Context: an optimization exercise on an open-source flow, tuned for small area and a short achievable clock period. The choices shown serve that exercise and are no tape-out recipe.
In this exercise RTL edits were held to simulation tests only and were not proved equivalent to the original.
Power and IR drop assume default switching activity.

[flow/config.mk]
export PLATFORM = sky130hd
export DESIGN_NAME = microprocessor
export DESIGN_NICKNAME = microprocessor
export VERILOG_FILES = /design/flow/design.v
export SDC_FILE = /design/flow/constraint.sdc
export NUM_CORES = 4
export LEC_CHECK = 0
export CAP_MARGIN = 20
export CORE_MARGIN = 2
export CORE_UTILIZATION = 40
export CTS_BUF_LIST = sky130_fd_sc_hd__clkbuf_8
export SETUP_SLACK_MARGIN = 5
export SLEW_MARGIN = 20
export SYNTH_HIERARCHICAL = 1
[flow/constraint.sdc]
create_clock -name core_clock -period 10.5 [get_ports {clk}]
set_input_delay 2.1000 -clock core_clock [delete_from_list [all_inputs] [get_ports {clk}]]
set_output_delay 2.1000 -clock core_clock [all_outputs]
set_load 0.01 [all_outputs]
[flow/design.v]
`timescale 1ns / 1ps
module ALU(
	input wire [15:0] A,
	input wire [15:0] B,
	input wire [3:0] op,
	output wire [3:0] s0,
	output wire c4,
	output wire [3:0] s1_0, s1_1, s2_0, s2_1, s3_0, s3_1,
	output wire c8_0, c8_1, c12_0, c12_1,
	output wire [15:0] logic_res,
	output wire neq
);
	function [4:0] cla4(input [3:0] p, input [3:0] g, input c);
		reg c1, c2, c3, c4;
		begin
			c1 = g[0] | (p[0] & c);
			c2 = g[1] | (p[1] & g[0]) | (p[1] & p[0] & c);
			c3 = g[2] | (p[2] & g[1]) | (p[2] & p[1] & g[0]) | (p[2] & p[1] & p[0] & c);
			c4 = g[3] | (p[3] & g[2]) | (p[3] & p[2] & g[1]) | (p[3] & p[2] & p[1] & g[0])
			     | (p[3] & p[2] & p[1] & p[0] & c);
			cla4 = {c4, p ^ {c3, c2, c1, c}};
		end
	endfunction
	wire sub = op[2];
	wire [15:0] x = A ^ {16{sub}};
	wire [15:0] p = B ^ x;
	wire [15:0] g = B & x;
	wire c16_0, c16_1;
	assign {c4, s0} = cla4(p[3:0], g[3:0], sub);
	assign {c8_0, s1_0} = cla4(p[7:4], g[7:4], 1'b0);
	assign {c8_1, s1_1} = cla4(p[7:4], g[7:4], 1'b1);
	assign {c12_0, s2_0} = cla4(p[11:8], g[11:8], 1'b0);
	assign {c12_1, s2_1} = cla4(p[11:8], g[11:8], 1'b1);
	assign {c16_0, s3_0} = cla4(p[15:12], g[15:12], 1'b0);
	assign {c16_1, s3_1} = cla4(p[15:12], g[15:12], 1'b1);
	assign logic_res = op[0] ? (B | A) : (B & A);
	assign neq = (B != A);
endmodule
`timescale 1ns / 1ps
module program_counter(
	input wire [15:0] pc,
	input wire [15:0] instruction,
	input wire step,
	input wire clr,
	output wire [15:0] d_nt,
	output wire [15:0] d_br
);
	wire [15:0] pc_inc = pc + 16'd1;
	wire is_j = (instruction[15:12] == 4'd15);
	assign d_nt = clr ? 16'd0 : !step ? pc :
	              is_j ? {pc_inc[15:12], instruction[11:0]} : pc_inc;
	assign d_br = pc_inc + {{12{instruction[3]}}, instruction[3:0]};
endmodule
`timescale 1ns / 1ps
module register_file(
	input wire [255:0] R,
	input wire [3:0] addr,
	output wire [15:0] data
);
	assign data = R[16*addr +: 16];
endmodule
`timescale 1ns / 1ps
module microprocessor(
	input wire clk,
	input wire clr,
	input wire step,
	input wire [15:0] instruction,
	output wire [15:0] pc_out,
	output reg wb_en,
	output reg [3:0] wb_addr,
	output wire [15:0] wb_data,
	output reg st_en,
	output reg [1:0] st_addr,
	output reg [15:0] st_data
);
	wire [3:0] op = instruction[15:12];
	wire [3:0] ra = instruction[11:8];
	wire [3:0] rb = instruction[7:4];
	wire [3:0] rc = instruction[3:0];
	reg [255:0] R;           
	reg [63:0] M;            
	reg [3:0] q_s0, q_s1_0, q_s1_1, q_s2_0, q_s2_1, q_s3_0, q_s3_1;
	reg q_c4, q_c8_0, q_c8_1, q_c12_0, q_c12_1;
	reg [15:0] q_logic;
	reg q_log, q_sum, q_slt, q_taken;
	reg [3:0] q_lsel;        
	reg [15:0] pc_nt, pc_br;
	genvar gi;
	wire c8 = q_c8_0 | (q_c8_1 & q_c4);
	wire c12 = q_c12_0 | (q_c12_1 & c8);
	wire [15:0] sum = {c12 ? q_s3_1 : q_s3_0, c8 ? q_s2_1 : q_s2_0,
	                   q_c4 ? q_s1_1 : q_s1_0, q_s0};
	wire [15:0] res = ({16{q_lsel[0]}} & M[15:0]) | ({16{q_lsel[1]}} & M[31:16]) |
	                  ({16{q_lsel[2]}} & M[47:32]) | ({16{q_lsel[3]}} & M[63:48]) |
	                  ({16{q_log}} & q_logic) | ({16{q_sum}} & sum) |
	                  {15'd0, q_slt & sum[15]};
	assign wb_data = res;
	wire [15:0] pc = q_taken ? pc_br : pc_nt;
	assign pc_out = pc;
	wire [15:0] r_wdata = res & {16{~clr}};
	generate
		for (gi = 0; gi < 16; gi = gi + 1) begin : rf
			wire en = clr | (wb_en & (wb_addr == gi));
			always @(posedge clk)
				if (en) R[16*gi +: 16] <= r_wdata;
		end
	endgenerate
	wire [63:0] m_init = {16'd0, 16'd5, 16'd22, 16'd1};
	generate
		for (gi = 0; gi < 4; gi = gi + 1) begin : dm
			wire en = clr | (st_en & (st_addr == gi));
			always @(posedge clk)
				if (en) M[16*gi +: 16] <= clr ? m_init[16*gi +: 16] : st_data;
		end
	endgenerate
	wire [15:0] Ar, Br;
	register_file read_a (.R(R), .addr(ra), .data(Ar));
	register_file read_b (.R(R), .addr(rb), .data(Br));
	wire [15:0] A = (wb_en && wb_addr == ra) ? res : Ar;
	wire [15:0] B = (wb_en && wb_addr == rb) ? res : Br;
	wire [3:0] s0, s1_0, s1_1, s2_0, s2_1, s3_0, s3_1;
	wire c4, c8_0, c8_1, c12_0, c12_1, neq;
	wire [15:0] logic_res;
	ALU alu0 (.A(A), .B(B), .op(op), .s0(s0), .c4(c4), .s1_0(s1_0), .s1_1(s1_1),
	          .s2_0(s2_0), .s2_1(s2_1), .s3_0(s3_0), .s3_1(s3_1), .c8_0(c8_0), .c8_1(c8_1),
	          .c12_0(c12_0), .c12_1(c12_1), .logic_res(logic_res), .neq(neq));
	wire is_lw = (op == 4'd8);
	wire wr = step & ((op[3:1] == 3'b000) | (op == 4'd2) | (op[3:1] == 3'b011) | is_lw);
	wire st = step & (op == 4'd10);
	wire [1:0] maddr = B[1:0] + rc[1:0];
	wire [15:0] d_nt, d_br;
	program_counter pc0 (.pc(pc), .instruction(instruction), .step(step), .clr(clr),
	                     .d_nt(d_nt), .d_br(d_br));
	always @(posedge clk) begin
		if (clr) begin
			wb_en <= 1'b0;
			st_en <= 1'b0;
			q_taken <= 1'b0;
		end else begin
			wb_en <= wr;
			st_en <= st;
			q_taken <= step & (op == 4'd14) & neq;
		end
		pc_nt <= d_nt;
		pc_br <= d_br;
		q_s0 <= s0;
		q_c4 <= c4;
		q_s1_0 <= s1_0;
		q_s1_1 <= s1_1;
		q_c8_0 <= c8_0;
		q_c8_1 <= c8_1;
		q_s2_0 <= s2_0;
		q_s2_1 <= s2_1;
		q_c12_0 <= c12_0;
		q_c12_1 <= c12_1;
		q_s3_0 <= s3_0;
		q_s3_1 <= s3_1;
		q_logic <= logic_res;
		q_log <= (op[3:1] == 3'b000);
		q_sum <= (op == 4'd2) | (op == 4'd6);
		q_slt <= (op == 4'd7);
		q_lsel <= {4{is_lw}} & (4'b0001 << maddr);
		wb_addr <= is_lw ? rb : rc;
		st_addr <= maddr;
		st_data <= B;
	end
endmodule
[flow/flow/run.sh]
#!/bin/bash
# Own layout flow: the standard flow (standard.sh, the standard synthesis
# script and ORFS) with a few extra ORFS settings:
#  - the port buffers are sky130_fd_sc_hd__buf_4 instead of the resizer's default
#    choice (a slow delay cell);
#  - repair_timing aims for a larger setup margin.
# Each step's full output goes to a log file in the work folder.
set -euo pipefail
W=$(pwd)
X=("BUFFER_PORTS_ARGS=-buffer_cell sky130_fd_sc_hd__buf_4")
if [[ -f flow/extra.txt ]]; then
  while IFS= read -r line; do
    [[ -z "$line" || "$line" == \#* ]] && continue
    X+=("$line")
  done < flow/extra.txt
fi
printf '%s\n' "${X[@]}" > "$W/flow_settings.log"
bash standard.sh "${X[@]}" synth > "$W/flow_synth.log" 2>&1
bash standard.sh "${X[@]}" finish > "$W/flow_layout.log" 2>&1
test -f out/final.def
[flow/flow/extra.txt]
SETUP_SLACK_MARGIN=6.0
[flow/standard.sh]
#!/bin/bash
# synth_recipe.tcl (not shown) runs the flow's synth.tcl, then flattens the netlist and writes it again
# the make line also repeats each setting of config.mk as NAME=value (left out here)
make -C /OpenROAD-flow-scripts/flow DESIGN_CONFIG=/design/flow/config.mk WORK_HOME=/design/flow/orfs CLKGATE_MAP_FILE= SYNTH_SCRIPT=/design/flow/synth_recipe.tcl "${@:-finish}"
==> results of run 1 <==
## per-stage QoR
step           utilization  hold WS (ns)  area [um^2]  total power [mW]
5_1_grt              0.466         0.600        24000              4.56
2_1_floorplan            -         0.578        21000              2.67
4_1_cts              0.464         0.574        23900              4.40
6_report             0.466         0.570        24000              4.37
3_3_place_gp         0.432         0.568        22200              2.89
3_5_place_dp         0.432         0.566        22300              2.91
## final cells by class
type | instances | area [um^2] | share of cell area
clock buffers | 84 | 1160 | 0.0481
clock inverters | 49 | 250 | 0.0104
inverters | 57 | 214 | 0.00891
multi-input cells | 867 | 8590 | 0.358
flip-flops and latches | 433 | 11900 | 0.495
well taps | 680 | 851 | 0.0354
repair buffers | 120 | 1080 | 0.0449
## logic make-up after synthesis
| logic type | Yosys count | share of synthesized area |
|---|---|---|
| compound gates | 256 | 0.0853 |
| simple gates | 272 | 0.0655 |
| fa+ha+maj | 74 | 0.0457 |
| buf+inv | 136 | 0.0307 |
| mux | 188 | 0.173 |
| flops | 433 | 0.567 |
| xor+xnor | 77 | 0.0326 |
## layout by cell type (no fill, tap or decap), types with 5 or more instances in the layout
cell / count
and3_1: 5
dfxtp_1: 108
clkinv_2: 8
a21oi_1: 43
a22oi_1: 95
nand3_1: 25
mux4_2: 108
mux2_2: 47
buf_4: 109
and2_1: 9
nor2b_1: 23
inv_1: 89
a21o_1: 16
nand2b_1: 11
a21oi_2: 5
a31oi_1: 11
clkbuf_8: 84
nand2_1: 79
mux2i_1: 12
o21ai_2: 11
mux4_1: 20
ha_1: 70
or2_2: 5
clkinv_1: 5
xor2_1: 41
o211ai_1: 6
nand4_1: 7
dfxtp_2: 5
xnor2_1: 33
nand3b_1: 5
edfxtp_1: 320
nor2_1: 72
o21ai_0: 22
nor3_1: 6
a222oi_1: 12
## power by group through the flow
stage / clock network, mW / logic, mW / registers (mW)
after global routing: 1.56 / 0.827 / 2.17
after global placement: 0 / 0.717 / 2.18
after detailed placement: 0 / 0.727 / 2.19
final: 1.46 / 0.758 / 2.15
after floorplan: 0 / 0.512 / 2.16
after CTS: 1.49 / 0.753 / 2.15
## synthesized netlist by cell type (3+ instances only)
master,instances,share of area
o211ai_1,6,0.0022
o32ai_1,3,0.0013
a21o_1,16,0.0057
ha_1,70,0.042
a31oi_1,14,0.0042
buf_6,10,0.0054
inv_1,56,0.010
or2_2,5,0.0015
xor2_1,43,0.018
clkbuf_1,39,0.0070
xnor2_1,33,0.014
mux2i_1,12,0.0057
o21ai_0,36,0.0086
nor3_1,6,0.0014
nand3_1,25,0.0060
nor4_1,6,0.0018
buf_4,9,0.0032
a21oi_1,46,0.011
nand4_1,7,0.0021
edfxtp_1,320,0.46
mux4_2,108,0.12
nor3_2,3,0.0014
dfxtp_1,113,0.11
nand2b_1,11,0.0033
a222oi_1,12,0.0057
and3_1,5,0.0015
mux4_1,20,0.025
nor2b_1,24,0.0072
o21bai_1,4,0.0014
o31ai_1,5,0.0018
fa_1,4,0.0038
mux2_2,48,0.026
nor2_1,72,0.013
a22oi_1,95,0.034
nand3b_1,5,0.0018
a211oi_1,4,0.0014
and2_1,10,0.0030
buf_2,18,0.0043
nand2_1,79,0.014
## final timing paths
kind	to	cells past startpoint	slack, ns
hold reg to reg	M[34]	1	0.57
setup reg to reg	pc_br[15]	11	6.56
setup / recovery	pc_out[3]	2	6.08
hold / removal	M[34]	1	0.57
## Yosys stat by module (local to each module, per instance)
module	flops+latches	area (um^2)	times used	cells
register_file	0	1930	2	137
ALU	0	1570	1	201
microprocessor	433	13900	1	725
program_counter	0	1550	1	236
## worst max-delay path, stage by stage (launching register included)
cell	delay (ns)
dfxtp_1	0.98
mux2_2	0.52
buf_4	0.18
## state kept, by name (all words and copies together) (netlist names), 16 cells and up
register and flops:
q_logic 16, pc_nt 16, R 256, pc_br 16, M 64, st_data 16
## repair_timing
| item | in CTS | in global routing |
|---|---|---|
| resized for setup | 25 | 13 |
| buffers inserted | 9 | 1 |
| gates cloned | 2 | 2 |
| endpoints found under the hold margin | 0 | 0 |
| pin swaps | 5 | 1 |
| endpoints found under the setup margin | 51 | 18 |
## routing by layer
layer	vias up	share of wire	track usage	wire, um
met5	-	0	0	0
met4	0	0.029	0.0734	1560
met3	103	0.057	0.0363	3090
met2	422	0.50	0.347	27100
met1	6636	0.42	0.256	22600
li1	5868	-	-	-
==> results.sh, run 1 <==
export IMPL_die_x_um=233
export IMPL_cts_tree="yes"
export IMPL_ir_drop_mv=0.0810
export IMPL_fin_nets=1647
export IMPL_clkLatencyLatePin_ns=0.65
export IMPL_ys_ff_latch=433
export IMPL_first_pass_iters=5
export IMPL_synth_edf_count=320
export IMPL_coreArea_um2=51500
export IMPL_clkSlewWorstSetupHoldPaths_ns=0.06
export IMPL_portBuffers=74
export IMPL_root_buffer="clkbuf_8"
export IMPL_switchingPower_mw=1.18
export IMPL_status="finished clean"
export IMPL_rows=83
export IMPL_gr_total_overflow=0
export IMPL_p_leak_nw=9.27
export IMPL_cts_sinks=433
export IMPL_dieArea_um2=54200
export IMPL_drt_iter0_drc=1246
export IMPL_drv_slew=0
export IMPL_preCtsSetupSlack_ns=4.13
export IMPL_crit_fanout=16
export IMPL_drv_cap=0
export IMPL_n_fill_cell=4527
export IMPL_netlist_area_um2=20900
export IMPL_critical_path_required_ns=8.40
export IMPL_via_per_inst=5.69
export IMPL_r2r_start="q_taken"
export IMPL_syn_nets=1529
export IMPL_initial_utilization=0.406
export IMPL_cp_end_kind="output pin"
export IMPL_cts_hold_buf=0
export IMPL_syn_to_final_growth_pct=14.8
export IMPL_ys_types=67
export IMPL_routabilityCongestion=0.805
export IMPL_min_period_ns=4.42
export IMPL_cp_arrival_ns=2.32
export IMPL_grt_pass1_wl_mm=81.0
export IMPL_hp_start="st_data[2]"
export IMPL_n_antenna_cell=0
export IMPL_ios=75
export IMPL_p_int_mw=3.19
export IMPL_critPathKind="reg -> out"
export IMPL_startpoint="q_taken"
export IMPL_cts_buffers=75
export IMPL_avgSynthCellArea_um2=14.6
export IMPL_rsz0062_at_grt="true"
export IMPL_skew_ns=0.0277
export IMPL_tightest_slew_ns=1.15
export IMPL_cts_max_path_buffers=3
export IMPL_seqPwrFrac=0.493
export IMPL_async_flop_share=0
export IMPL_ys_seq_area_frac=0.567
export IMPL_antenna_found_initial=0
export IMPL_routedWlPerCell_um=23.8
export IMPL_relSlewSlack=0.230
export IMPL_stdcell_count=2290
export IMPL_dp_hpwl_mm=34.6
export IMPL_power_frac_clock=0.334
export IMPL_p_sw_frac=0.270
export IMPL_timing_final_crit_share=0.421
export IMPL_ant_nets=0
export IMPL_yosysWarnings=8
export IMPL_synth_main_ff_cell="edfxtp_1"
export IMPL_track_usage=0.202
export IMPL_dp_cells=2143
export IMPL_grt_max_degree=68
export IMPL_cp_start_kind="register"
export IMPL_wl_mm=54.4
export IMPL_worst_slack_ns=6.08
export IMPL_drive_gt1_frac=0.266
export IMPL_power_frac_comb=0.174
export IMPL_min_path_type="reg -> reg"
export IMPL_num_vias=13000
export IMPL_synth_cells=1436
export IMPL_max_freq_mhz=226
export IMPL_chipHeight_um=233
export IMPL_drc=0
export IMPL_grt_pass1_vias=13200
export IMPL_htreeDepth=3
export IMPL_fin_tns_setup_ns=0
export IMPL_hold_viol=0
export IMPL_setup_viol=0
export IMPL_cellPowerDensity_nw_per_um2=182
==> run 2, diff against run 1 <==
==> flow/flow/extra.txt (replaced) <==
SETUP_SLACK_MARGIN=6.5
==> run 2 against run 1 <==
  * Still clean
  * Global-route usage rose by 1.6 points
  * Combinational power rose by 24%
  * Critical path depth rose by 4
  * Sequential power barely moved
  * Critical path type unchanged
  * Critical endpoint is now wb_data[14]
  * Largest cell class unchanged
==> results.sh, run 2 <==
export IMPL_synth_cells=1436
export IMPL_crit_path_max_incr_delay_ns=0.36
export IMPL_routedWlPerCell_um=24.9
export IMPL_whs_path_depth=1
export IMPL_ant_nets=0
export IMPL_fin_tns_setup_ns=0
export IMPL_setup_viol=0
export IMPL_ir_drop_mv=0.0770
export IMPL_cp_end_kind="output pin"
export IMPL_path_cells="a21o_1 > a21oi_4 > mux2i_1 > o211ai_1 > buf_4 > buf_6"
export IMPL_ff2ff_path_depth=11
export IMPL_place_area_um2=22400
export IMPL_critical_path_required_ns=8.40
export IMPL_ys_types=67
export IMPL_synth_top_area_frac=0.459
export IMPL_clkSlewWorstSetupHoldPaths_ns=0.06
export IMPL_portBuffers=74
export IMPL_worst_path_stages=6
export IMPL_cts_tree="yes"
export IMPL_via_per_inst=5.67
export IMPL_wl_mm=59.3
export IMPL_netlist_area_um2=20900
export IMPL_cellPowerDensity_nw_per_um2=177
export IMPL_final_cell_mix="320 x edfxtp_1, 171 x buf_4, 114 x mux4_2"
export IMPL_relSlewSlack=0.358
export IMPL_synth_main_ff_cell="edfxtp_1"
export IMPL_rsz0062_at_grt="true"
export IMPL_gr_total_overflow=0
export IMPL_syn_nets=1529
export IMPL_root_buffer="clkbuf_8"
export IMPL_avgSynthCellArea_um2=14.6
export IMPL_track_usage=0.219
export IMPL_crit_fanout=3
export IMPL_die_x_um=233
export IMPL_drt_iter0_drc=1277
export IMPL_clkLatencyLatePin_ns=0.65
export IMPL_yosysWarnings=8
export IMPL_htreeDepth=3
export IMPL_rows=83
export IMPL_p_leak_nw=10.0
export IMPL_fin_nets=1741
export IMPL_synth_top_area_cell="edfxtp_1"
export IMPL_cts_sinks=433
export IMPL_routabilityCongestion=0.842
export IMPL_min_path_type="reg -> reg"
export IMPL_largest_register="R"
export IMPL_tightest_slew_ns=0.959
export IMPL_coreArea_um2=51500
export IMPL_cp_slowest_cell="dfxtp_4"
export IMPL_drv_cap=0
export IMPL_ys_seq_area_frac=0.567
export IMPL_synth_edf_count=320
export IMPL_n_fill_cell=4394
export IMPL_cts_hold_buf=0
export IMPL_top_regs="R x256, M x64"
export IMPL_drc=0
export IMPL_skew_ns=0.0287
export IMPL_cp_start_kind="register"
export IMPL_syn_to_final_growth_pct=23.3
export IMPL_num_vias=13500
export IMPL_synth_area_leaders="edfxtp_1 46%, mux4_2 12%, dfxtp_1 11%"
export IMPL_ys_ff_latch=433
export IMPL_cp_top_family="compound AO/OA/AOI/OAI gates"
export IMPL_dieArea_um2=54200
export IMPL_largest_reg_flops=256
export IMPL_grt_pass1_vias=13800
export IMPL_fin_area_um2=25800
export IMPL_timing_final_crit_share=0.395
export IMPL_min_period_ns=4.15
export IMPL_dp_hpwl_mm=34.6
export IMPL_drive_gt1_frac=0.364
export IMPL_layout_commonest_cell="edfxtp_1"
export IMPL_status="finished clean"
export IMPL_drv_slew=0
export IMPL_chipHeight_um=233
export IMPL_critPathKind="reg -> out"
export IMPL_grt_pass1_wl_mm=86.7
export IMPL_async_flop_share=0
export IMPL_hold_viol=0
export IMPL_cp_num_buf_inv=2
export IMPL_max_freq_mhz=241
export IMPL_grt_max_degree=52
export IMPL_cts_max_path_buffers=3
export IMPL_synthTopCellsByCount="320 x edfxtp_1, 113 x dfxtp_1, 108 x mux4_2"
export IMPL_initial_utilization=0.406
export IMPL_antenna_found_initial=0
export IMPL_cp_arrival_ns=2.05
export IMPL_n_antenna_cell=0
export IMPL_yosysMostFrequentCell="edfxtp_1"
export IMPL_cts_buffers=73
export IMPL_ios=75
export IMPL_first_pass_iters=7
## run 2: cell count changes in the layout (fill, tap and decap cells not counted), moves of 10 or more
| cell | delta |
|---|---|
| mux2_2 | -16 |
| buf_4 | +62 |
| a22oi_1 | -27 |
| ha_1 | -10 |
| mux2_4 | +16 |
| a22oi_2 | +27 |
| buf_16 | +12 |
| buf_6 | +15 |
## run 2: per-layer routing
metal / global-route usage / share of wire / vias to the layer above
li1: - / - / 6054
met1: 0.273 / 0.40 / 6826
met2: 0.379 / 0.50 / 525
met3: 0.0371 / 0.068 / 123
met4: 0.0840 / 0.032 / 0
met5: 0 / 0 / -
## run 2: repair_timing
item / in CTS / in global routing
resized for setup: 129 / 69
setup buffers: 64 / 26
cloned: 12 / 3
pin swaps: 43 / 44
endpoints found under the setup margin: 97 / 35
## run 2: layout make-up
class | count | area [um^2] | area share
flip-flops and latches | 433 | 11900 | 0.461
inverters | 57 | 216 | 0.00839
repair buffers | 216 | 2220 | 0.0860
multi-input cells | 867 | 9190 | 0.356
clock buffers | 85 | 1170 | 0.0454
well taps | 680 | 851 | 0.0330
clock inverters | 47 | 251 | 0.00975
## run 2: final timing paths
check	startpoint	endpoint	slack (ns)
max	q_c4	wb_data[14]	6.35
min	st_data[4]	M[20]	0.58
max reg2reg	q_taken	pc_br[15]	7.10
min reg2reg	st_data[4]	M[20]	0.58
## run 2: through the flow
| step | utilization | instances | worst slack, ns | total power [mW] | hold WS [ns] |
|---|---|---|---|---|---|
| 2_1_floorplan | - | 1436 | 5.99 | 2.68 | 0.578 |
| 3_3_place_gp | 0.434 | 2148 | 4.16 | 2.92 | 0.556 |
| 3_5_place_dp | 0.434 | 2148 | 4.19 | 2.93 | 0.556 |
| 4_1_cts | 0.490 | 2356 | 6.32 | 4.52 | 0.576 |
| 5_1_grt | 0.501 | 2385 | 6.27 | 4.75 | 0.594 |
| 6_report | 0.501 | 2385 | 6.35 | 4.56 | 0.576 |
## run 2: kinds of logic after synthesis
logic type      count (synthesis)  share of synthesized area
fa+ha+maj                      74                     0.0457
mux                           188                      0.173
simple gates                  272                     0.0655
xor+xnor                       77                     0.0326
flops                         433                      0.567
buf+inv                       136                     0.0307
compound gates                256                     0.0853
## run 2: modules after synthesis, one instance, submodules excluded
module,copies in the design,flip-flops and latches,cell area (um^2),cells inside
ALU,1,0,1570,201
program_counter,1,0,1550,236
microprocessor,1,433,13900,725
register_file,2,0,1930,137
## run 2: power breakdown
part	internal, mW	switching [mW]	leakage (nW)
Sequential	2.06	0.0886	4.24
Combinational	0.454	0.485	4.95
Clock	0.786	0.681	0.827
Total	3.30	1.25	10.0
==> run 3, diff against run 2 <==
==> flow/flow/extra.txt (replaced) <==
SETUP_SLACK_MARGIN=6.2
TNS_END_PERCENT=10
--- a/flow/config.mk
+++ b/flow/config.mk
@@ -10,3 +10,4 @@
 export CORE_UTILIZATION = 40
-export CTS_BUF_LIST = sky130_fd_sc_hd__clkbuf_8
+export CTS_CLUSTER_DIAMETER = 80
+export CTS_CLUSTER_SIZE = 20
 export SETUP_SLACK_MARGIN = 5
==> run 3 against run 2 <==
  * Setup slack lost 0.18 ns
  * Clock skew grew 0.0060 ns
  * Cell area shrank 7.4%
  * Fmax shrank 4.2%
  * Sequential cell count is the same
  * Via count shrank 5.7%
  * Count of clock-buffer cells in the layout shrank 40
  * Critical path depth grew 5
  * Sequential power is essentially flat
  * Combinational power shrank 17%
  * Largest power group unchanged
  * Die area is the same
  * Area after synthesis is the same
==> results.sh, run 3 <==
export IMPL_drt_iter0_drc=1208
export IMPL_cp_arrival_ns=4.86
export IMPL_min_path_type="reg -> reg"
export IMPL_synth_cells=1436
export IMPL_top_regs="R x256, M x64"
export IMPL_async_flop_share=0
export IMPL_dp_hpwl_mm=34.8
export IMPL_tightest_slew_ns=1.07
export IMPL_synthSimpleGateAreaFrac=0.0655
export IMPL_clkLatencyLatePin_ns=0.60
export IMPL_cp_start_kind="input port"
export IMPL_avgSynthCellArea_um2=14.6
export IMPL_synthAdderAreaFrac=0.0457
export IMPL_portBuffers=74
export IMPL_syn_to_final_growth_pct=14.1
export IMPL_dp_cells=2149
export IMPL_place_area_um2=22300
export IMPL_critPathKind="in -> reg"
export IMPL_ys_ff_latch=433
export IMPL_largest_register="R"
export IMPL_coreArea_um2=51500
export IMPL_n_antenna_cell=0
export IMPL_final_util=0.464
export IMPL_wl_mm=54.5
export IMPL_die_x_um=233
export IMPL_grt_pass1_vias=12600
export IMPL_relSlewSlack=0.285
export IMPL_yosysMostFrequentCell="edfxtp_1"
export IMPL_cts_hold_buf=0
export IMPL_root_buffer="clkbuf_16"
export IMPL_fin_tns_setup_ns=0
export IMPL_dieArea_um2=54200
export IMPL_worst_slack_ns=6.16
export IMPL_rows=83
export IMPL_synth_compound_area_frac=0.0853
export IMPL_cts_sinks=433
export IMPL_grt_pass1_wl_mm=80.5
export IMPL_synth_top_area_cell="edfxtp_1"
export IMPL_hold_viol=0
export IMPL_initial_utilization=0.406
export IMPL_reg2reg_slack_ns=6.89
export IMPL_syn_nets=1529
export IMPL_n_fill_cell=4540
export IMPL_synth_main_ff_cell="edfxtp_1"
export IMPL_fin_area_um2=23900
export IMPL_synth_top_family_by_area="multiplexers"
export IMPL_ir_drop_mv=0.113
export IMPL_netlist_area_um2=20900
export IMPL_routabilityCongestion=0.811
export IMPL_synth_top_area_frac=0.459
export IMPL_antenna_found_initial=1
export IMPL_cellPowerDensity_nw_per_um2=171
export IMPL_timing_final_crit_share=0.413
export IMPL_largest_reg_flops=256
export IMPL_cts_tree="yes"
export IMPL_skew_ns=0.0347
export IMPL_muxShareOfSynthArea=0.173
export IMPL_gr_total_overflow=0
export IMPL_cts_max_path_buffers=3
export IMPL_fin_nets=1618
export IMPL_cts_buffers=28
export IMPL_setup_viol=0
export IMPL_rsz0062_at_grt="true"
export IMPL_clkSlewWorstSetupHoldPaths_ns=0.08
export IMPL_final_cell_mix="320 x edfxtp_1, 120 x buf_4, 109 x mux4_2"
export IMPL_ys_types=67
export IMPL_yosysWarnings=8
export IMPL_htreeDepth=1
export IMPL_drive_gt1_frac=0.261
export IMPL_synth_area_leaders="edfxtp_1 46%, mux4_2 12%, dfxtp_1 11%"
export IMPL_synthXorXnorAreaFrac=0.0326
export IMPL_drv_slew=0
export IMPL_stdcell_count=2227
export IMPL_status="finished clean"
export IMPL_synth_edf_count=320
export IMPL_drv_cap=0
export IMPL_via_per_inst=5.73
export IMPL_track_usage=0.200
export IMPL_ios=75
export IMPL_first_pass_iters=5
export IMPL_synthTopCellsByCount="320 x edfxtp_1, 113 x dfxtp_1, 108 x mux4_2"
export IMPL_crit_fanout=11
export IMPL_critical_path_required_ns=11.03
export IMPL_routedWlPerCell_um=24.5
export IMPL_max_freq_mhz=231
export IMPL_cp_end_kind="register"
export IMPL_preCtsSetupSlack_ns=4.34
export IMPL_chipHeight_um=233
export IMPL_ys_seq_area_frac=0.567
export IMPL_drc=0
export IMPL_p_leak_nw=9.06
export IMPL_num_vias=12800
export IMPL_layout_commonest_cell="edfxtp_1"
export IMPL_ant_nets=0
export IMPL_min_period_ns=4.34
export IMPL_grt_max_degree=68
## run 3: cell types whose count changed in the layout (fill, tap and decap cells not counted), moves of 15 or more
cell       previous run  this run
a22oi_1              68        93
inv_1                80        56
mux2_2               31        46
mux2_4               17         2
clkbuf_16             3        29
a22oi_2              27         2
clkbuf_8             85         2
buf_4               171       120
## run 3: what timing repair did
item | in CTS | in global routing
pin swaps | 6 | 7
gates resized for setup | 37 | 23
setup buffers | 10 | 7
setup endpoints to repair | 84 | 54
gates cloned | 8 | 1
## run 3: final timing paths
path / start / end / depth (start not counted)
max reg2reg: q_taken / pc_br[15] / 11
min reg2reg: st_data[1] / M[17] / 1
max: instruction[8] / q_s3_1[3] / 11
min: st_data[1] / M[17] / 1
## run 3: layout make-up
type / instances / area, um^2 / area share
clock buffers: 45 / 806 / 0.0337
flip-flops and latches: 433 / 11900 / 0.498
inverters: 57 / 214 / 0.00896
clock inverters: 7 / 104 / 0.00435
multi-input cells: 867 / 8660 / 0.363
well taps: 680 / 851 / 0.0356
repair buffers: 138 / 1360 / 0.0569
## run 3: per-layer routing
| layer | GRT usage | routed length [um] | share of wire |
|---|---|---|---|
| met5 | 0 | 13 | 0.00024 |
| met1 | 0.265 | 22800 | 0.42 |
| met3 | 0.0262 | 3010 | 0.055 |
| met4 | 0.0527 | 1440 | 0.026 |
| met2 | 0.347 | 27300 | 0.50 |
## run 3: logic make-up (layout without fill, tap and decap cells)
| family | Yosys count | count (layout) |
|---|---|---|
| xor gates and xnor gates | 77 | 77 |
| buffers and inverters | 136 | 247 |
| DFF | 433 | 433 |
| AOI/OAI and AO/OA | 256 | 256 |
| muxes | 188 | 188 |
| and+or+nand+nor | 272 | 272 |
| adders and majority gates | 74 | 74 |
## run 3: Yosys stat by module, one instance, submodules excluded
module           cells inside  times used
ALU                       201           1
program_counter           236           1
register_file             137           2
microprocessor            725           1
## run 3: critical path, stage by stage
cell and delay [ns]:
buf_16 0.16, bufbuf_16 0.31, mux4_2 0.49, a22oi_1 0.22, nand2_1 0.09, mux2_4 0.30
xor2_2 0.16, ha_1 0.36, a21o_2 0.27, a211oi_4 0.22, xor2_1 0.15
## run 3: stage by stage
stage / power, mW / hold WS, ns
finish: 4.08 / 0.591
global route: 4.25 / 0.602
CTS: 4.10 / 0.581
detailed placement: 2.92 / 0.561
global placement: 2.90 / 0.557
floorplan: 2.67 / 0.578
## run 3: power breakdown
part | internal, mW | total (mW) | switching [mW]
combinational | 0.362 | 0.784 | 0.423
sequential | 2.06 | 2.15 | 0.0908
clock | 0.564 | 1.15 | 0.581
total | 2.99 | 4.08 | 1.09
==> run 4, diff against run 3 <==
==> flow/flow/extra.txt (replaced) <==
SETUP_SLACK_MARGIN=6.4
TNS_END_PERCENT=100
==> run 4 against run 3 <==
  * Synthesized cell count unchanged
  * Final cell count is 2.6% higher
  * Clock skew decreased by 0.015 ns
  * Power rose by 3.8%
  * Critical path type unchanged
  * Cell area grew 5.1%
  * Still clean
  * First-iteration DRC count up 7.8%
  * Largest power group unchanged
  * Sequential share of layout area fell by 2.4 points
==> results.sh, run 4 <==
export IMPL_status="finished clean"
export IMPL_worst_path_stages=14
export IMPL_avgSynthCellArea_um2=14.6
export IMPL_cp_end_kind="register"
export IMPL_synth_area_leaders="edfxtp_1 46%, mux4_2 12%, dfxtp_1 11%"
export IMPL_grt_pass1_vias=13200
export IMPL_hold_viol=0
export IMPL_first_pass_iters=8
export IMPL_syn_nets=1529
export IMPL_via_per_inst=5.75
export IMPL_critical_path_required_ns=10.99
export IMPL_netlist_area_um2=20900
export IMPL_synth_edf_count=320
export IMPL_timing_final_crit_share=0.400
export IMPL_synth_cells=1436
export IMPL_ys_seq_area_frac=0.567
export IMPL_rows=83
export IMPL_ir_drop_mv=0.130
export IMPL_syn_to_final_growth_pct=20.0
export IMPL_routabilityCongestion=0.805
export IMPL_initial_utilization=0.406
export IMPL_chipHeight_um=233
export IMPL_drt_iter0_drc=1302
export IMPL_p_leak_nw=9.58
export IMPL_setup_viol=0
export IMPL_track_usage=0.205
export IMPL_dieArea_um2=54200
export IMPL_async_flop_share=0
export IMPL_seq_area_um2=11900
export IMPL_drive_gt1_frac=0.337
export IMPL_cp_num_buf_inv=5
export IMPL_path_cells="buf_8 > buf_16 > xnor2_1 > nand4_2 > nor2_4 > buf_12 > buf_4 > mux2_2 > inv_1 > ha_1 > nor4_4 > nand4_1 > nand2_1 > nor2_1"
export IMPL_ff2ff_path_depth=11
export IMPL_synthTopCellsByCount="320 x edfxtp_1, 113 x dfxtp_1, 108 x mux4_2"
export IMPL_die_x_um=233
export IMPL_min_path_type="reg -> reg"
export IMPL_layout_commonest_cell="edfxtp_1"
export IMPL_coreArea_um2=51500
export IMPL_n_antenna_cell=0
export IMPL_yosysWarnings=8
export IMPL_drv_slew=0
export IMPL_largest_register="R"
export IMPL_routedWlPerCell_um=24.4
export IMPL_wl_mm=55.8
export IMPL_drc=0
export IMPL_clkLatencyLatePin_ns=0.59
export IMPL_final_util=0.487
export IMPL_ios=75
export IMPL_place_area_um2=22400
export IMPL_fin_area_um2=25100
export IMPL_rsz0062_at_grt="true"
export IMPL_largest_reg_flops=256
export IMPL_crit_fanout=17
export IMPL_root_buffer="clkbuf_16"
export IMPL_antenna_found_initial=0
export IMPL_cts_max_path_buffers=3
export IMPL_cts_hold_buf=0
export IMPL_multi_input_area_um2=9170
export IMPL_top_regs="R x256, M x64"
export IMPL_relSlewSlack=0.220
export IMPL_synth_top_area_frac=0.459
export IMPL_power_mw=4.24
export IMPL_dp_hpwl_mm=35.1
export IMPL_max_freq_mhz=238
export IMPL_yosysMostFrequentCell="edfxtp_1"
export IMPL_min_period_ns=4.20
export IMPL_tightest_slew_ns=1.17
export IMPL_n_fill_cell=4372
export IMPL_whs_path_depth=1
export IMPL_synth_main_ff_cell="edfxtp_1"
export IMPL_ys_types=67
export IMPL_grt_max_degree=52
export IMPL_num_vias=13100
export IMPL_fin_nets=1677
export IMPL_cts_sinks=433
export IMPL_fin_hold_ws_ns=0.625
export IMPL_cp_arrival_ns=4.69
export IMPL_drv_cap=0
export IMPL_ys_ff_latch=433
export IMPL_htreeDepth=1
export IMPL_synth_top_area_cell="edfxtp_1"
export IMPL_fin_tns_setup_ns=0
export IMPL_cellPowerDensity_nw_per_um2=169
export IMPL_ant_nets=0
export IMPL_crit_path_max_incr_delay_ns=0.38
export IMPL_cp_start_kind="input port"
export IMPL_cp_top_family="simple AND/OR/NAND/NOR gates"
export IMPL_grt_pass1_wl_mm=82.8
export IMPL_cp_slowest_cell="nor4_4"
export IMPL_gr_total_overflow=0
export IMPL_clkSlewWorstSetupHoldPaths_ns=0.09
export IMPL_final_cell_mix="320 x edfxtp_1, 151 x buf_4, 112 x mux4_2"
export IMPL_cts_buffers=29
export IMPL_skew_ns=0.0196
export IMPL_critPathKind="in -> reg"
export IMPL_portBuffers=74
export IMPL_cts_tree="yes"
run 4: cell counts after synthesis:
Identical to the previous run, type by type.
run 4: area by class of cell:
type / instances / area share
inverters: 57 / 0.00862
well taps: 680 / 0.0339
multi-input cells: 867 / 0.365
flip-flops and latches: 433 / 0.474
clock inverters: 10 / 0.00399
clock buffers: 43 / 0.0326
repair buffers: 196 / 0.0820
run 4: per-module statistics from Yosys (local to each module, per instance):
module | flip-flops and latches | times used | area, um^2 | cells
microprocessor | 433 | 1 | 13900 | 725
register_file | 0 | 2 | 1930 | 137
ALU | 0 | 1 | 1570 | 201
program_counter | 0 | 1 | 1550 | 236
run 4: cell families (layout without fill, tap and decap cells):
kind of cell	Yosys count	after routing	share of synthesized area
and+or+nand+nor	272	272	0.0655
DFF	433	433	0.567
muxes	188	188	0.173
adders and majority gates	74	74	0.0457
AOI/OAI and AO/OA	256	256	0.0853
xor gates and xnor gates	77	77	0.0326
buffers and inverters	136	306	0.0307
run 4: final timing paths:
path	from	end	slack (ns)
min	st_data[1]	M[17]	0.63
max	instruction[5]	q_taken	6.30
min reg2reg	st_data[1]	M[17]	0.63
max reg2reg	q_taken	pc_br[13]	7.11
run 4: per-layer routing:
| layer | GRT usage | share of wire | vias to the layer above |
|---|---|---|---|
| met4 | 0.0713 | 0.032 | 0 |
| li1 | - | - | 5904 |
| met3 | 0.0228 | 0.056 | 97 |
| met1 | 0.266 | 0.41 | 6711 |
| met2 | 0.358 | 0.50 | 431 |
| met5 | 0 | 0 | - |
run 4: where the power goes:
| part | switching (mW) | internal (mW) | leakage (nW) | total (mW) |
|---|---|---|---|---|
| logic | 0.480 | 0.455 | 4.89 | 0.934 |
| registers | 0.0901 | 2.06 | 4.24 | 2.15 |
| clock network | 0.595 | 0.557 | 0.450 | 1.15 |
| total | 1.16 | 3.07 | 9.58 | 4.24 |
run 4: stage by stage:
stage	instances	worst slack [ns]
2_1_floorplan	1436	5.99
3_3_place_gp	2147	4.19
3_5_place_dp	2147	4.20
4_1_cts	2265	6.23
5_1_grt	2286	6.21
6_report	2286	6.30
run 4: worst register-to-register path: stages, from the launching register on:
cell	delay, ns
dfxtp_4	0.54
mux2_2	0.46
ha_1	0.29
nand2_1	0.27
nor2_1	0.12
xor2_1	0.18
ha_1	0.38
nand4_1	0.11
a21oi_1	0.33
o21ba_2	0.27
mux2i_1	0.20
and4b_1	0.20
run 4: what timing repair did:
action                     CTS  global route
pin swaps                   28            38
buffers inserted            54            20
cloned                      11             0
setup endpoints to repair  101            40
resized for setup          112            71
==> run 5, diff against run 4 <==
==> flow/flow/extra.txt (replaced) <==
SETUP_SLACK_MARGIN=6.2
TNS_END_PERCENT=100
--- a/flow/config.mk
+++ b/flow/config.mk
@@ -9,3 +9,3 @@
 export CORE_MARGIN = 2
-export CORE_UTILIZATION = 40
+export CORE_UTILIZATION = 50
 export CTS_CLUSTER_DIAMETER = 80
==> run 5 against run 4 <==
  * Core utilization is 9.3 points higher
  * Count of clock-buffer cells in the layout unchanged
  * Critical endpoint unchanged
  * Combinational power fell by 13%
  * Still clean on timing, DRC and antenna
  * Via count shrank 1.4%
  * Sequential share of layout area grew 2.4 points
  * Fmax down 2.0%
==> results.sh, run 5 <==
export IMPL_synth_main_ff_cell="edfxtp_1"
export IMPL_layout_commonest_cell="edfxtp_1"
export IMPL_ys_seq_area_frac=0.567
export IMPL_track_usage=0.254
export IMPL_synthTopCellsByCount="320 x edfxtp_1, 113 x dfxtp_1, 108 x mux4_2"
export IMPL_rsz0062_at_grt="true"
export IMPL_async_flop_share=0
export IMPL_portBuffers=74
export IMPL_r2r_start="q_taken"
export IMPL_grt_pass1_wl_mm=81.7
export IMPL_top_regs="R x256, M x64"
export IMPL_ys_types=67
export IMPL_skew_ns=0.0200
export IMPL_cp_end_kind="register"
export IMPL_via_per_inst=6.18
export IMPL_clkLatencyLatePin_ns=0.60
export IMPL_syn_to_final_growth_pct=14.0
export IMPL_clkSlewWorstSetupHoldPaths_ns=0.08
export IMPL_place_area_um2=22200
export IMPL_yosysMostFrequentCell="edfxtp_1"
export IMPL_initial_utilization=0.509
export IMPL_critical_path_required_ns=10.98
export IMPL_cts_sinks=433
export IMPL_p_leak_nw=9.09
export IMPL_ant_nets=0
export IMPL_hold_viol=0
export IMPL_cp_start_kind="input port"
export IMPL_timing_final_crit_share=0.408
export IMPL_routedWlPerCell_um=26.9
export IMPL_crit_fanout=17
export IMPL_min_path_type="reg -> reg"
export IMPL_routabilityCongestion=0.812
export IMPL_gr_total_overflow=0
export IMPL_cts_max_path_buffers=3
export IMPL_dp_hpwl_mm=35.2
export IMPL_drc=0
export IMPL_setup_viol=0
export IMPL_largest_reg_flops=256
export IMPL_coreArea_um2=41100
export IMPL_htreeDepth=1
export IMPL_root_buffer="clkbuf_16"
export IMPL_startpoint="instruction[4]"
export IMPL_fin_tns_setup_ns=0
export IMPL_antenna_found_initial=0
export IMPL_status="finished clean"
export IMPL_relSlewSlack=0.221
export IMPL_syn_nets=1529
export IMPL_cts_buffers=29
export IMPL_grt_max_degree=67
export IMPL_die_x_um=209
export IMPL_drv_slew=0
export IMPL_ir_drop_mv=0.174
export IMPL_tightest_slew_ns=1.17
export IMPL_path_cells="buf_16 > buf_16 > buf_4 > mux4_2 > a22oi_1 > nand2_1 > mux2_2 > inv_1 > ha_1 > nor4_2 > nand4_1 > nand2_1 > nor2_1"
export IMPL_drive_gt1_frac=0.271
export IMPL_fin_nets=1633
export IMPL_dieArea_um2=43500
export IMPL_hp_start="st_data[12]"
export IMPL_synth_top_area_frac=0.459
export IMPL_drt_iter0_drc=1442
export IMPL_fin_area_um2=23900
export IMPL_min_period_ns=4.29
export IMPL_cp_arrival_ns=4.77
export IMPL_wl_mm=56.3
export IMPL_max_freq_mhz=233
export IMPL_rows=74
export IMPL_num_vias=13000
export IMPL_cp_slowest_cell="mux4_2"
export IMPL_synth_top_area_cell="edfxtp_1"
export IMPL_critPathKind="in -> reg"
export IMPL_n_antenna_cell=0
export IMPL_n_fill_cell=3262
export IMPL_first_pass_iters=5
export IMPL_yosysWarnings=8
export IMPL_drv_cap=0
export IMPL_grt_pass1_vias=12600
export IMPL_ios=75
export IMPL_largest_register="R"
export IMPL_synth_edf_count=320
export IMPL_crit_path_max_incr_delay_ns=0.49
export IMPL_final_cell_mix="320 x edfxtp_1, 130 x buf_4, 109 x mux4_2"
export IMPL_chipHeight_um=209
export IMPL_synth_area_leaders="edfxtp_1 46%, mux4_2 12%, dfxtp_1 11%"
export IMPL_ys_ff_latch=433
export IMPL_synth_cells=1436
export IMPL_cts_tree="yes"
export IMPL_cellPowerDensity_nw_per_um2=173
export IMPL_netlist_area_um2=20900
export IMPL_avgSynthCellArea_um2=14.6
run 5: cell types whose count changed in the layout (fill, tap and decap cells not counted), moves of 6 or more:
cell / change
nand3_4: -7
buf_4: -21
dfxtp_2: +8
a22oi_2: -21
ha_1: +7
mux2_2: +11
nand2_1: +10
buf_6: -14
buf_16: -6
dfxtp_4: -7
mux2_4: -11
nand3_1: +8
a22oi_1: +21
run 5: power breakdown:
part	total, mW	switching (mW)	internal, mW
combinational	0.810	0.437	0.373
clock	1.17	0.608	0.558
sequential	2.15	0.0921	2.06
run 5: critical path: cells and delay by family:
kind | cells | cell delay (ns)
buffers and inverters | 4 | 0.54
multiplexers | 2 | 0.82
AND/OR/NAND/NOR | 5 | 0.82
AO/OA/AOI/OAI | 1 | 0.22
adder cells (fa/ha/maj) | 1 | 0.23
run 5: per-stage QoR:
stage	power [mW]	std cells	worst slack (ns)	hold slack, ns	utilization
after detailed placement	2.94	1997	4.31	0.634	0.539
final	4.13	2095	6.21	0.639	0.580
after CTS	4.12	2065	6.09	0.644	0.571
after global placement	2.93	1997	4.32	0.624	0.539
after floorplan	2.68	1436	5.99	0.578	-
after global routing	4.30	2095	6.10	0.655	0.580
run 5: kinds of logic (layout without fill, tap and decap cells):
family / after synthesis / count (layout) / synth area share
flip-flops: 433 / 433 / 0.567
AND/OR/NAND/NOR: 272 / 272 / 0.0655
AO/OA/AOI/OAI: 256 / 256 / 0.0853
multiplexers: 188 / 188 / 0.173
buffers and inverters: 136 / 263 / 0.0307
XOR/XNOR: 77 / 77 / 0.0326
adder cells (fa/ha/maj): 74 / 74 / 0.0457
run 5: per-module statistics from Yosys (local to each module, per instance):
| module | flops+latches | cells | copies in the design | area [um^2] |
|---|---|---|---|---|
| ALU | 0 | 201 | 1 | 1570 |
| program_counter | 0 | 236 | 1 | 1550 |
| register_file | 0 | 137 | 2 | 1930 |
| microprocessor | 433 | 725 | 1 | 13900 |
run 5: path summary, 6_finish.rpt:
check        depth (start not counted)  slack (ns)   endpoint
max reg2reg                         11        6.73  pc_br[13]
min                                  1        0.64      M[60]
min reg2reg                          1        0.64      M[60]
max                                 13        6.21    q_taken
run 5: cell type report:
type	instances	area (um^2)	share of cell area
Sequential cell	433	11900	0.498
Multi-Input combinational cell	867	8700	0.365
Timing Repair Buffer	152	1480	0.0619
Clock buffer	43	778	0.0326
Tap cell	532	666	0.0279
Inverter	57	214	0.00897
Clock inverter	11	138	0.00577
run 5: repair_timing:
item | in CTS | in global routing
buffers inserted | 11 | 24
gates resized for setup | 38 | 18
cloned | 3 | 3
pin swaps | 5 | 6
hold buffers | 0 | 0
endpoints found under the setup margin | 74 | 40
run 5: metal layers:
metal	vias up	global-route usage	share of wire
met5	-	0	0
met4	0	0.0655	0.023
met3	77	0.0380	0.068
met2	486	0.400	0.46
met1	6587	0.373	0.45
li1	5805	-	-
==> run 6, diff against run 5 <==
--- a/flow/config.mk
+++ b/flow/config.mk
@@ -9,5 +9,6 @@
 export CORE_MARGIN = 2
-export CORE_UTILIZATION = 50
+export CORE_UTILIZATION = 40
 export CTS_CLUSTER_DIAMETER = 80
 export CTS_CLUSTER_SIZE = 20
+export PLACE_DENSITY = 0.75
 export SETUP_SLACK_MARGIN = 5
==> run 6 against run 5 <==
  * Sequential power about the same
  * Power is 3.9% lower
  * Non-clock buffer count down 9
  * First-iteration DRC count is 12% higher
  * Synthesized cell count unchanged
  * Combinational power grew 0.9%
  * Sequential cell count did not move
  * Die area up 24%
==> results.sh, run 6 <==
export IMPL_max_freq_mhz=234
export IMPL_synth_compound_area_frac=0.0853
export IMPL_gr_total_overflow=0
export IMPL_largest_register="R"
export IMPL_coreArea_um2=51500
export IMPL_synth_cells=1436
export IMPL_grt_max_degree=52
export IMPL_chipHeight_um=233
export IMPL_final_util=0.464
export IMPL_skew_ns=0.0272
export IMPL_hold_viol=0
export IMPL_die_x_um=233
export IMPL_min_path_type="reg -> reg"
export IMPL_synth_top_area_cell="edfxtp_1"
export IMPL_synthXorXnorAreaFrac=0.0326
export IMPL_first_pass_iters=6
export IMPL_critPathKind="in -> reg"
export IMPL_via_per_inst=6.03
export IMPL_syn_to_final_growth_pct=14.1
export IMPL_synthTopCellsByCount="320 x edfxtp_1, 113 x dfxtp_1, 108 x mux4_2"
export IMPL_fin_nets=1620
export IMPL_num_vias=13400
export IMPL_synth_top_area_frac=0.459
export IMPL_relSlewSlack=0.294
export IMPL_clkSlewWorstSetupHoldPaths_ns=0.08
export IMPL_dieArea_um2=54200
export IMPL_netlist_area_um2=20900
export IMPL_place_area_um2=22400
export IMPL_yosysMostFrequentCell="edfxtp_1"
export IMPL_routabilityCongestion=0.873
export IMPL_ys_ff_latch=433
export IMPL_synthSimpleGateAreaFrac=0.0655
export IMPL_timing_final_crit_share=0.407
export IMPL_synthAdderAreaFrac=0.0457
export IMPL_fin_hold_ws_ns=0.560
export IMPL_portBuffers=74
export IMPL_cp_arrival_ns=4.77
export IMPL_ys_types=67
export IMPL_cellPowerDensity_nw_per_um2=166
export IMPL_synth_edf_count=320
export IMPL_synth_main_ff_cell="edfxtp_1"
export IMPL_fin_area_um2=23900
export IMPL_rsz0062_at_grt="true"
export IMPL_drive_gt1_frac=0.269
export IMPL_cp_start_kind="input port"
export IMPL_drc=0
export IMPL_syn_nets=1529
export IMPL_ys_seq_area_frac=0.567
export IMPL_tightest_slew_ns=1.06
export IMPL_dp_hpwl_mm=34.4
export IMPL_routedWlPerCell_um=25.5
export IMPL_fin_tns_setup_ns=0
export IMPL_layout_commonest_cell="edfxtp_1"
export IMPL_htreeDepth=1
export IMPL_synth_area_leaders="edfxtp_1 46%, mux4_2 12%, dfxtp_1 11%"
export IMPL_cts_sinks=433
export IMPL_critical_path_required_ns=11.00
export IMPL_top_regs="R x256, M x64"
export IMPL_p_leak_nw=8.99
export IMPL_largest_reg_flops=256
export IMPL_muxShareOfSynthArea=0.173
export IMPL_n_antenna_cell=0
export IMPL_cts_tree="yes"
export IMPL_final_cell_mix="320 x edfxtp_1, 121 x buf_4, 109 x mux4_2"
export IMPL_stdcell_count=2224
export IMPL_status="finished clean"
export IMPL_async_flop_share=0
export IMPL_track_usage=0.206
export IMPL_rows=83
export IMPL_root_buffer="clkbuf_16"
export IMPL_min_period_ns=4.27
export IMPL_clkLatencyLatePin_ns=0.58
export IMPL_setup_viol=0
export IMPL_ios=75
export IMPL_yosysWarnings=8
export IMPL_wl_mm=56.8
export IMPL_drv_cap=0
export IMPL_cts_max_path_buffers=3
export IMPL_grt_pass1_vias=13300
export IMPL_cp_end_kind="register"
export IMPL_reg2reg_slack_ns=6.90
export IMPL_ant_nets=0
export IMPL_ir_drop_mv=0.144
export IMPL_antenna_found_initial=2
export IMPL_dp_cells=2147
export IMPL_n_fill_cell=4396
export IMPL_grt_pass1_wl_mm=83.0
export IMPL_initial_utilization=0.406
export IMPL_avgSynthCellArea_um2=14.6
export IMPL_drv_slew=0
export IMPL_cts_buffers=25
export IMPL_drt_iter0_drc=1621
export IMPL_synth_top_family_by_area="multiplexers"
export IMPL_crit_fanout=14
[run 6: cell counts after synthesis]
Identical to the previous run, type by type.
[run 6: path summary, 6_finish.rpt]
check / end / from / depth (start not counted)
max: q_s3_1[3] / instruction[8] / 12
min: M[18] / st_data[2] / 1
max reg2reg: pc_br[15] / q_taken / 11
min reg2reg: M[18] / st_data[2] / 1
[run 6: area by class of cell]
cell class                      instances  area (um^2)  area share
Timing Repair Buffer                  143         1480      0.0621
Sequential cell                       433        11900       0.498
Multi-Input combinational cell        867         8750       0.366
Clock buffer                           42          689      0.0289
Inverter                               57          214     0.00896
Tap cell                              680          851      0.0356
Clock inverter                          2         17.5    0.000733
[run 6: kinds of logic after synthesis]
logic type | after synthesis
compound gates | 256
buf+inv | 136
xor+xnor | 77
fa+ha+maj | 74
simple gates | 272
flops | 433
mux | 188
[run 6: report_power, final]
group	total [mW]	switching [mW]	internal, mW	leakage [nW]
Sequential	2.16	0.0969	2.06	4.24
Clock	0.994	0.543	0.451	0.337
Combinational	0.817	0.444	0.373	4.42
[run 6: layer usage]
layer / wire (um) / global-route usage
met3: 5330 / 0.0463
met5: 25 / 0
met2: 27900 / 0.347
met4: 2560 / 0.0971
met1: 21000 / 0.250
[run 6: modules after synthesis, one instance, submodules excluded]
module	copies in the design	cells
program_counter	1	236
ALU	1	201
microprocessor	1	725
register_file	2	137
[run 6: what timing repair did]
item | CTS | global route
pin swaps | 8 | 2
resized for setup | 50 | 23
buffers inserted | 12 | 8
gates cloned | 9 | 3
setup endpoints to repair | 83 | 24
hold buffers | 0 | 0
[run 6: critical path: stages]
cell and delay [ns]:
buf_16 0.17, buf_16 0.18, mux4_2 0.52, a22oi_1 0.23
nand2_1 0.12, mux2_4 0.31, xor2_1 0.20, inv_1 0.10
ha_4 0.24, and3_1 0.20, a211oi_2 0.21, xor2_1 0.16
[run 6: stage by stage]
step	setup WS [ns]	power [mW]
2_1_floorplan	5.99	2.68
3_3_place_gp	4.42	2.90
3_5_place_dp	4.43	2.93
4_1_cts	6.20	3.95
5_1_grt	6.17	4.12
6_report	6.23	3.97
==> run 7, diff against run 6 <==
--- a/flow/config.mk
+++ b/flow/config.mk
@@ -12,3 +12,3 @@
 export CTS_CLUSTER_SIZE = 20
-export PLACE_DENSITY = 0.75
+export PLACE_DENSITY = 0.5
 export SETUP_SLACK_MARGIN = 5
==> run 7 against run 6 <==
  * Non-clock buffer count decreased by 2
  * Final cell count grew 0.18%
  * Synthesized cell count unchanged
  * Area after synthesis unchanged
  * Clock power is 24% higher
  * Via count down 3.8%
  * Routed wire length rose by 5.9%
  * Core utilization rose by 0.55 points
  * Highest routed layer is now met4
==> results.sh, run 7 <==
export IMPL_status="finished clean"
export IMPL_portBuffers=74
export IMPL_synth_top_area_frac=0.459
export IMPL_netlist_area_um2=20900
export IMPL_top_regs="R x256, M x64"
export IMPL_synthSimpleGateAreaFrac=0.0655
export IMPL_yosysMostFrequentCell="edfxtp_1"
export IMPL_layout_commonest_cell="edfxtp_1"
export IMPL_n_antenna_cell=0
export IMPL_tightest_slew_ns=1.07
export IMPL_synthXorXnorAreaFrac=0.0326
export IMPL_initial_utilization=0.406
export IMPL_final_cell_mix="320 x edfxtp_1, 122 x buf_4, 109 x mux4_2"
export IMPL_r2r_start="q_taken"
export IMPL_min_path_type="reg -> reg"
export IMPL_whs_path_depth=1
export IMPL_die_x_um=233
export IMPL_cp_end_kind="register"
export IMPL_drive_gt1_frac=0.285
export IMPL_syn_to_final_growth_pct=15.5
export IMPL_drv_cap=0
export IMPL_cts_max_path_buffers=3
export IMPL_antenna_found_initial=0
export IMPL_root_buffer="clkbuf_16"
export IMPL_min_to="M[17]"
export IMPL_async_flop_share=0
export IMPL_cts_sinks=433
export IMPL_gr_total_overflow=0
export IMPL_skew_ns=0.0251
export IMPL_yosysWarnings=8
export IMPL_syn_nets=1529
export IMPL_drt_iter0_drc=1159
export IMPL_synth_top_area_cell="edfxtp_1"
export IMPL_cts_hold_buf=0
export IMPL_synth_area_leaders="edfxtp_1 46%, mux4_2 12%, dfxtp_1 11%"
export IMPL_critPathKind="in -> reg"
export IMPL_reg2reg_slack_ns=6.98
export IMPL_dp_hpwl_mm=37.7
export IMPL_htreeDepth=1
export IMPL_largest_reg_flops=256
export IMPL_synth_compound_area_frac=0.0853
export IMPL_ir_drop_mv=0.113
export IMPL_cts_buffers=30
export IMPL_max_freq_mhz=235
export IMPL_grt_pass1_vias=12900
export IMPL_dieArea_um2=54200
export IMPL_chipHeight_um=233
export IMPL_muxShareOfSynthArea=0.173
export IMPL_min_period_ns=4.26
export IMPL_synth_main_ff_cell="edfxtp_1"
export IMPL_synth_top_family_by_area="multiplexers"
export IMPL_rows=83
export IMPL_clkSlewWorstSetupHoldPaths_ns=0.08
export IMPL_rsz0062_at_grt="true"
export IMPL_critical_path_required_ns=11.02
export IMPL_fin_nets=1623
export IMPL_fin_hold_ws_ns=0.586
export IMPL_synthAdderAreaFrac=0.0457
export IMPL_fin_area_um2=24200
export IMPL_relSlewSlack=0.285
export IMPL_synth_edf_count=320
export IMPL_hold_viol=0
export IMPL_cp_start_kind="input port"
export IMPL_cp_arrival_ns=4.78
export IMPL_synth_cells=1436
export IMPL_num_vias=12900
export IMPL_grt_max_degree=67
export IMPL_routabilityCongestion=0.800
export IMPL_drv_slew=0
export IMPL_ys_ff_latch=433
export IMPL_wl_mm=60.1
export IMPL_clkLatencyLatePin_ns=0.60
export IMPL_ant_nets=0
export IMPL_ys_types=67
export IMPL_setup_viol=0
export IMPL_routedWlPerCell_um=27.0
export IMPL_hp_start="st_data[1]"
export IMPL_ios=75
export IMPL_coreArea_um2=51500
export IMPL_ff2ff_path_depth=12
export IMPL_place_area_um2=22400
export IMPL_p_leak_nw=9.10
export IMPL_timing_final_crit_share=0.406
export IMPL_cts_tree="yes"
export IMPL_first_pass_iters=7
export IMPL_largest_register="R"
export IMPL_avgSynthCellArea_um2=14.6
export IMPL_track_usage=0.220
export IMPL_fin_tns_setup_ns=0
export IMPL_r2r_end="pc_br[15]"
export IMPL_cellPowerDensity_nw_per_um2=175
export IMPL_synthTopCellsByCount="320 x edfxtp_1, 113 x dfxtp_1, 108 x mux4_2"
export IMPL_ys_seq_area_frac=0.567
export IMPL_via_per_inst=5.79
export IMPL_drc=0
export IMPL_crit_fanout=15
export IMPL_grt_pass1_wl_mm=86.9
run 7: cell count changes in the layout (fill, tap and decap cells not counted), sizes merged:
cell      delta
bufinv       +2
buf          +1
clkbuf       -7
bufbuf       -2
inv          +4
clkinv       +4
clkinvlp     +2
run 7: Yosys stat by module, one instance, submodules excluded:
module           copies in the design  cell area [um^2]  cells inside
register_file                       2              1930           137
ALU                                 1              1570           201
microprocessor                      1             13900           725
program_counter                     1              1550           236
run 7: layout make-up:
class	count	area, um^2
inverters	57	214
fillers	4560	27300
repair buffers	141	1380
clock inverters	14	184
well taps	680	851
flip-flops and latches	433	11900
multi-input cells	867	8840
clock buffers	36	815
run 7: per-layer routing:
layer | track usage | wire [um] | up-vias
met3 | 0.0326 | 3860 | 77
met2 | 0.338 | 27500 | 411
li1 | - | - | 5785
met5 | 0 | 0 | -
met4 | 0.0545 | 1480 | 0
met1 | 0.328 | 27200 | 6627
run 7: timing repair:
item,4_1_cts,5_1_grt
hold endpoints to repair,0,0
gates cloned,6,2
setup endpoints to repair,76,22
pin swaps,5,11
buffers inserted,6,18
resized for setup,47,30
run 7: metrics by stage:
| step | util | std cells | total power [mW] | setup slack (ns) |
|---|---|---|---|---|
| after floorplan | - | 1436 | 2.68 | 5.99 |
| after global placement | 0.435 | 2145 | 2.94 | 4.28 |
| after detailed placement | 0.435 | 2146 | 2.95 | 4.30 |
| after CTS | 0.463 | 2208 | 4.21 | 6.19 |
| after global routing | 0.469 | 2228 | 4.40 | 6.17 |
| final | 0.469 | 2228 | 4.22 | 6.24 |
run 7: worst max path at each step:
stage / startpoint / end / cells past startpoint / slack [ns]
floorplan: instruction[9] / q_s3_1[3] / 10 / 5.99
global placement: instruction[4] / q_taken / 12 / 4.28
detailed placement: instruction[4] / q_taken / 12 / 4.30
CTS: instruction[5] / q_taken / 11 / 6.19
global route: instruction[8] / q_s1_1[2] / 11 / 6.17
finish: instruction[8] / q_s3_0[3] / 11 / 6.24
run 7: cell families (layout without fill, tap and decap cells):
group,after synthesis,count (layout)
AOI/OAI and AO/OA,256,256
muxes,188,188
DFF,433,433
buffers and inverters,136,248
adders and majority gates,74,74
and+or+nand+nor,272,272
xor gates and xnor gates,77,77
run 7: worst max-delay path, cell delays in order:
cell,delay [ns]
buf_16,0.16
buf_16,0.18
mux4_2,0.51
a22oi_2,0.25
nand2_1,0.11
mux2_4,0.31
xor2_2,0.25
ha_4,0.27
a21o_2,0.23
a21oi_1,0.18
xor2_1,0.17
run 7: power by group:
| part | switching, mW | internal, mW |
|---|---|---|
| clock | 0.615 | 0.616 |
| sequential | 0.0918 | 2.06 |
| combinational | 0.455 | 0.381 |
==> run 8, diff against run 7 <==
--- a/flow/config.mk
+++ b/flow/config.mk
@@ -12,3 +12,2 @@
 export CTS_CLUSTER_SIZE = 20
-export PLACE_DENSITY = 0.5
 export SETUP_SLACK_MARGIN = 5
==> run 8 against run 7 <==
  * Register-to-register slack worse by 0.14 ns
  * Count of clock-buffer cells in the layout up 7
  * Synthesized cell count unchanged
  * Global-route usage down 2.0 points
  * Via count down 1.5%
  * Sequential power about the same
  * Area after synthesis unchanged
  * Largest cell class unchanged
==> results.sh, run 8 <==
export IMPL_status="finished clean"
export IMPL_cp_end_kind="register"
export IMPL_ir_drop_mv=0.117
export IMPL_track_usage=0.200
export IMPL_num_vias=12700
export IMPL_fin_hold_ws_ns=0.574
export IMPL_rows=83
export IMPL_avgSynthCellArea_um2=14.6
export IMPL_cts_tree="yes"
export IMPL_htreeDepth=1
export IMPL_critPathKind="in -> reg"
export IMPL_crit_fanout=42
export IMPL_gr_usage_met3=0.0261
export IMPL_ys_seq_area_frac=0.567
export IMPL_synth_top_area_frac=0.459
export IMPL_routedWlPerCell_um=24.5
export IMPL_clkLatencyLatePin_ns=0.59
export IMPL_ys_ff_latch=433
export IMPL_netlist_area_um2=20900
export IMPL_portBuffers=74
export IMPL_hp_start="st_data[4]"
export IMPL_cts_max_path_buffers=3
export IMPL_first_pass_iters=5
export IMPL_rsz0062_at_grt="true"
export IMPL_cp_start_kind="input port"
export IMPL_tightest_slew_ns=1.10
export IMPL_largest_register="R"
export IMPL_cp_slowest_cell="mux4_2"
export IMPL_synth_edf_count=320
export IMPL_ios=75
export IMPL_place_area_um2=22400
export IMPL_antenna_found_initial=0
export IMPL_synth_area_leaders="edfxtp_1 46%, mux4_2 12%, dfxtp_1 11%"
export IMPL_cts_buffers=28
export IMPL_fin_tns_setup_ns=0
export IMPL_whs_path_depth=1
export IMPL_via_per_inst=5.73
export IMPL_drive_gt1_frac=0.264
export IMPL_die_x_um=233
export IMPL_path_cells="buf_6 > buf_16 > mux4_2 > a22oi_1 > nand2_1 > o21ai_2 > o21ai_1 > inv_1 > ha_1 > nor4_4 > nand4_1 > nand2_1 > nor2_1"
export IMPL_cp_num_buf_inv=3
export IMPL_p_leak_nw=8.97
export IMPL_n_antenna_cell=0
export IMPL_yosysMostFrequentCell="edfxtp_1"
export IMPL_min_period_ns=4.25
export IMPL_cpMostUsedCell="nand2_1"
export IMPL_synthTopCellsByCount="320 x edfxtp_1, 113 x dfxtp_1, 108 x mux4_2"
export IMPL_synth_cells=1436
export IMPL_async_flop_share=0
export IMPL_root_buffer="clkbuf_16"
export IMPL_reg2reg_slack_ns=6.84
export IMPL_synth_main_ff_cell="edfxtp_1"
export IMPL_grt_max_degree=43
export IMPL_met2_usage=0.344
export IMPL_critical_path_required_ns=10.98
export IMPL_syn_to_final_growth_pct=13.9
export IMPL_ff2ff_path_depth=11
export IMPL_cellPowerDensity_nw_per_um2=171
export IMPL_max_freq_mhz=236
export IMPL_coreArea_um2=51500
export IMPL_gr_total_overflow=0
export IMPL_fin_area_um2=23800
export IMPL_min_to="M[20]"
export IMPL_min_path_type="reg -> reg"
export IMPL_grt_pass1_vias=12600
export IMPL_drv_slew=0
export IMPL_drc=0
export IMPL_largest_reg_flops=256
export IMPL_chipHeight_um=233
export IMPL_cp_arrival_ns=4.72
export IMPL_top_regs="R x256, M x64"
[run 8: changes by cell type in the layout (fill, tap and decap cells not counted), moves of 3 or more]
cell      delta
ha_4         -3
o21ai_1      +3
buf_4       -12
clkbuf_1    +10
nor2b_1      +4
nor2b_2      -4
o21ai_4      -4
inv_6        +4
a21oi_2      -3
inv_8        -4
a21oi_1      +3
[run 8: worst max path at each step]
stage	slack, ns	cells past startpoint	endpoint	startpoint
after global routing	6.13	13	q_taken	instruction[5]
after floorplan	5.99	10	q_s3_1[3]	instruction[9]
after detailed placement	4.39	13	q_taken	instruction[4]
final	6.25	13	q_taken	instruction[5]
after global placement	4.34	13	q_taken	instruction[4]
after CTS	6.03	12	q_taken	instruction[6]
[run 8: modules after synthesis, one instance, submodules excluded]
| module | times used | cell area [um^2] | cells inside |
|---|---|---|---|
| ALU | 1 | 1570 | 201 |
| microprocessor | 1 | 13900 | 725 |
| program_counter | 1 | 1550 | 236 |
| register_file | 2 | 1930 | 137 |
[run 8: final cells by class]
type                       count  area (um^2)
fill                        4511        27700
tap                          680          851
inverter                      57          214
timing repair buffer         129         1280
sequential                   433        11900
clock buffer                  43          788
multi-input combinational    867         8710
clock inverter                 9          108
[run 8: layer usage]
layer	up-vias	routed length, um
met5	-	0
met4	0	1070
met3	61	2790
met2	374	27200
met1	6504	23200
li1	5763	-
[run 8: cell families after synthesis]
group                      Yosys count  share of synthesized area
adders and majority gates           74                     0.0457
DFF                                433                      0.567
muxes                              188                      0.173
and+or+nand+nor                    272                     0.0655
xor gates and xnor gates            77                     0.0326
buffers and inverters              136                     0.0307
AOI/OAI and AO/OA                  256                     0.0853
[run 8: what timing repair did]
| action | in CTS | in global routing |
|---|---|---|
| pin swaps | 6 | 4 |
| hold endpoints to repair | 0 | 0 |
| gates cloned | 5 | 3 |
| setup buffers | 7 | 1 |
| hold buffers | 0 | 0 |
| endpoints found under the setup margin | 75 | 23 |
| resized for setup | 46 | 25 |
[run 8: where the power goes]
part           internal [mW]  leakage (nW)  total [mW]  switching [mW]
Sequential              2.06          4.24        2.15          0.0890
Combinational          0.365          4.30       0.787           0.422
Clock                  0.555         0.432        1.14           0.588
Total                   2.98          8.97        4.08            1.10
[run 8: per-stage QoR]
stage	utilization	power [mW]	cells	setup WS, ns
2_1_floorplan	-	2.68	1436	5.99
3_3_place_gp	0.434	2.91	2149	4.34
3_5_place_dp	0.434	2.93	2150	4.39
4_1_cts	0.459	4.10	2214	6.03
5_1_grt	0.463	4.26	2218	6.13
6_report	0.463	4.08	2218	6.25

Check on run 8: ideal ports give 6.254 ns setup slack; a clkbuf_16 on the clock port and buf_2 on the inputs give 6.142 ns; moving port delays by the midpoint clock arrival (0.641 ns) as well gives 5.500 ns.
